Source: an optimization exercise on an open RTL-to-GDS flow (aim: small area). Production flows keep margins and buffers that such runs may drop. Function was checked by simulation only, so behaviour that the tests miss may differ from the original. Power and IR drop assume default switching activity.

## v16
// design_5
module design_5 #(parameter width = 8, parameter cwidth = 4)(
  input [width-1:0] OPA, OPB,
  input CLK, RST, CE, MODE, CIN,
  input [1:0] INP_VALID,
  input [cwidth-1:0] CMD,
  output reg [2*width:0] RES,
  output OFLOW,
  output COUT,
  output G,
  output L,
  output E,
  output ERR
);
For scale: ~510 cells after synthesis, ~50 I/O pins, roughly 4800 µm² of cells after synthesis.
export LEC_CHECK = 0
export ABC_AREA = 1
export CAP_MARGIN = 20
export CORE_MARGIN = 2
export CORE_UTILIZATION = 40
export CTS_BUF_LIST = sky130_fd_sc_hd__clkbuf_8
export GPL_TIMING_DRIVEN = 0
export SLEW_MARGIN = 20
export SYNTH_HIERARCHICAL = 1
export SYNTH_MINIMUM_KEEP_SIZE = 0
create_clock -name core_clock -period 8.0 [get_ports {CLK}]
standard.sh (not shown) runs the stock make flow with config.mk's settings and CLKGATE_MAP_FILE= SYNTH_SCRIPT=/design/flow/synth_recipe.tcl, a recipe that flattens the netlist after the stock synthesis.
==> flow/flow/run.sh <==
#!/bin/bash
# Layout flow: the standard flow (standard.sh) with two changes:
#  - synthesis is the standard synthesis script (synth_recipe.tcl) with only
#    the ABC mapping script replaced by flow/area.abc (area-oriented mapping);
#  - the port buffers that placement inserts use sky130_fd_sc_hd__buf_1.
# Each tool's full output goes to a log file in this folder.
set -euo pipefail
W=$(pwd)
export MY_ABC_SCRIPT="$W/flow/area.abc"
{
  cat <<'TCL'
proc abc {args} {
  set i [lsearch -exact $args -script]
  if { $i >= 0 } { lset args [expr {$i + 1}] $::env(MY_ABC_SCRIPT) }
  yosys abc {*}$args
}
TCL
  cat "$W/synth_recipe.tcl"
} > "$W/own_synth.tcl"
bash "$W/standard.sh" finish "SYNTH_SCRIPT=$W/own_synth.tcl" \
  "BUFFER_PORTS_ARGS=-buffer_cell sky130_fd_sc_hd__buf_1" > "$W/flow_make.log" 2>&1
==> flow/flow/area.abc <==
&get -n
&st
&dc2
&dch -f
&nf -a
&put
topo
v16 has completed all stages; timing, DRC and antenna checks passed.
The following lists how v46 was set up differently from v16:
--- a/flow/config.mk
+++ b/flow/config.mk
@@ -12 +12 @@
-export CTS_BUF_LIST = sky130_fd_sc_hd__clkbuf_8
+export CTS_BUF_LIST = sky130_fd_sc_hd__clkbuf_4 sky130_fd_sc_hd__clkbuf_8
The flow did not stop early for v46: all stages ran, and the layout cleared the timing, DRC and antenna checks. No stage failed in v16, and the final checks on the layout all came back clean. As far as smallest hold slack goes, v46 and v16 are indistinguishable; the numbers are identical. Any difference in layout overhead on the synthesized area between v46 and v16 is small enough to ignore. Looking at least setup slack across all paths after layout across v46 and v16, the one that comes out higher is v16. Compared v16 against v46; routed length on met1 within noise.
Input-level comparison between v55 and v46:
--- a/flow/config.mk
+++ b/flow/config.mk
@@ -12,2 +12,3 @@
-export CTS_BUF_LIST = sky130_fd_sc_hd__clkbuf_4 sky130_fd_sc_hd__clkbuf_8
-export GPL_TIMING_DRIVEN = 0
+export CTS_BUF_LIST = sky130_fd_sc_hd__clkbuf_16
+export CTS_CLUSTER_DIAMETER = 500
+export CTS_CLUSTER_SIZE = 50
Results
Diff v46 -> v55: number of standard cells in the final layout excluding fillers increased by 1.5% relative to the old numbers, half-perimeter wire length after detailed placement now sits higher.
The lower data-path buffer share of cell area in the final layout came out of v46.
v55 — worst setup margin 0.17 ns higher, v46 as reference
Destination of the critical timing path: s2[16]$_DFFE_PP0P_ -> v55, RES[6]$_DFFE_PP0P_ -> v46
Final period utilization (v55 over v46): decrease, 2.1 points
Wire length in v55 vs v46: up 8.3%
v55 vs v46: internal power summed over all cells up
Comparing non-clock buffer count for v46 and v55, the bigger number came from v55.
What v59 does differently from v55 at the input level:
--- a/flow/config.mk
+++ b/flow/config.mk
@@ -12 +12 @@
-export CTS_BUF_LIST = sky130_fd_sc_hd__clkbuf_16
+export CTS_BUF_LIST = sky130_fd_sc_hd__clkbuf_8
Notes after the runs:
v59: done, clean on timing, DRC and antenna. | via count | v59 vs v55 | ≈ equal |. Status: worst reg-to-reg setup slack parity (v59, v55). v59 vs. v55: total power went down by 0.060 mW. Compared with v55, v59 shows a first-iteration DRC count that is 8.3% higher. Compared v55 against v59; maximum clock frequency within noise. Of v55 and v59, the higher worst slew slack as a fraction of its limit belongs to v59. v59 against v55; wire length after detailed routing is down slightly. On sequential power, v55 and v59 are basically level. Post-route worst setup slack was lower in the run labelled v55. Between v59 and v55, it is v59 whose clock tree cell share of total cell area is lower, by 1.0 points. There was hardly any difference in all-layer global routing usage between v59 and v55.

========
job 3631:
Another version of the RTL of design_5 (not shown whole).
For scale: about 40 flip-flops, about 50 I/O pins.
## design_5
module design_5 #(parameter width = 8, parameter cwidth = 4)(
  input [width-1:0] OPA, OPB,
  input CLK, RST, CE, MODE, CIN,
  input [1:0] INP_VALID,
  input [cwidth-1:0] CMD,
  output reg [2*width:0] RES,
  output OFLOW,
  output COUT,
  output G,
  output L,
  output E,
  output ERR
);
==> flow/config.mk <==
export PLATFORM = sky130hd
export DESIGN_NAME = design_5
export DESIGN_NICKNAME = design_5
export VERILOG_FILES = /design/flow/design.v
export SDC_FILE = /design/flow/constraint.sdc
export NUM_CORES = 4
export LEC_CHECK = 0
export ABC_AREA = 1
export CAP_MARGIN = 0
export CORE_MARGIN = 2
export CORE_UTILIZATION = 40
export CTS_BUF_LIST = sky130_fd_sc_hd__clkbuf_8
export CTS_CLUSTER_DIAMETER = 500
export CTS_CLUSTER_SIZE = 50
export GPL_TIMING_DRIVEN = 0
export SLEW_MARGIN = 0
export SYNTH_HIERARCHICAL = 1
export SYNTH_MINIMUM_KEEP_SIZE = 0
==> flow/constraint.sdc <==
create_clock -name core_clock -period 8.0 [get_ports {CLK}]
set_input_delay 1.6000 -clock core_clock [delete_from_list [all_inputs] [get_ports {CLK}]]
set_output_delay 1.6000 -clock core_clock [all_outputs]
set_load 0.01 [all_outputs]
==> flow/flow/run.sh <==
#!/bin/bash
set -euo pipefail
W=$(pwd)
export MY_ABC_SCRIPT="$W/flow/area.abc"
{
  cat <<'TCL'
proc abc {args} {
  set i [lsearch -exact $args -script]
  if { $i >= 0 } { lset args [expr {$i + 1}] $::env(MY_ABC_SCRIPT) }
  yosys abc {*}$args
}
TCL
  cat "$W/synth_recipe.tcl"
} > "$W/own_synth.tcl"
bash "$W/standard.sh" finish "SYNTH_SCRIPT=$W/own_synth.tcl" \
  "BUFFER_PORTS_ARGS=-buffer_cell sky130_fd_sc_hd__buf_1" \
  "CTS_ARGS=-sink_clustering_enable -repair_clock_nets -sink_clustering_size 50 -sink_clustering_max_diameter 500 -buf_list sky130_fd_sc_hd__clkbuf_8 -dont_use_dummy_load" \
  > "$W/flow_make.log" 2>&1
Scripts as last shown in full above: flow/flow/area.abc
Job 3631 | status: complete | timing, DRC, antenna: pass
Input-level comparison between job 7127 and job 3631:
Settings: GPL_TIMING_DRIVEN: 0 -> unset; CAP_MARGIN: 0 -> 20; SLEW_MARGIN: 0 -> 20.
==> flow/flow/run.sh <==
#!/bin/bash
# Layout flow: the standard flow (standard.sh) with two changes:
#  - synthesis is the standard synthesis script (synth_recipe.tcl) with only
#    the ABC mapping script replaced by flow/area.abc (area-oriented mapping);
#  - the port buffers that placement inserts use sky130_fd_sc_hd__buf_1.
# Each tool's full output goes to a log file in this folder.
set -euo pipefail
W=$(pwd)
export MY_ABC_SCRIPT="$W/flow/area.abc"
{
  cat <<'TCL'
proc abc {args} {
  set i [lsearch -exact $args -script]
  if { $i >= 0 } { lset args [expr {$i + 1}] $::env(MY_ABC_SCRIPT) }
  yosys abc {*}$args
}
TCL
  cat "$W/synth_recipe.tcl"
} > "$W/own_synth.tcl"
bash "$W/standard.sh" finish "SYNTH_SCRIPT=$W/own_synth.tcl" \
  "BUFFER_PORTS_ARGS=-buffer_cell sky130_fd_sc_hd__buf_1" > "$W/flow_make.log" 2>&1
==> flow/flow/area.abc <==
strash
dc2
dch -f
amap
topo
--- outcome ---
Via count (job 3631 / job 7127): 0.905
Looking at overall routed net length across job 3631 and job 7127, the one that comes out higher is job 7127.
Job 7127 vs job 3631: die area down
| total core area | job 7127 vs job 3631 | about 0.4% lower |
No stage failed in job 7127, and the final checks on the layout all came back clean.

## afterwards: timing with drivers on the ports
Ports are ideal in the flow. The routed layouts listed here were re-timed in OpenROAD.
Step 1 sets driving cells, clkbuf_16 on the clock port and buf_2 on the other inputs (assumed; they add their load-dependent delay and slew).
Step 2 also shifts input and output timing later by t, the mid clock arrival at the registers, as if the neighbouring blocks saw the same clock.
a / b / c = no drivers / after step 1 / after step 2; a / b = the first two.
run | shift t [ns] | setup WS [ns] | hold slack, ns | worst register clock-pin slew, ns | worst slew at a driven data input, ns
v16 | 0.333 | 0.273 / 0.273 / 0.273 | 0.526 / 0.526 / 0.526 | 0.08 / 0.08 | 0.04
v46 | 0.332 | 0.269 / 0.269 / 0.269 | 0.526 / 0.526 / 0.526 | 0.08 / 0.08 | 0.04
v55 | 0.319 | 0.438 / 0.438 / 0.438 | 0.521 / 0.521 / 0.521 | 0.06 / 0.06 | 0.04
v59 | 0.333 | 0.447 / 0.447 / 0.447 | 0.523 / 0.523 / 0.523 | 0.08 / 0.08 | 0.04
job 3631 | 0.322 | 0.288 / 0.288 / 0.288 | 0.522 / 0.522 / 0.522 | 0.07 / 0.07 | 0.03
job 7127 | 0.334 | 0.392 / 0.392 / 0.392 | 0.485 / 0.485 / 0.485 | 0.08 / 0.08 | 0.05
After both steps every run listed still meets setup and hold.
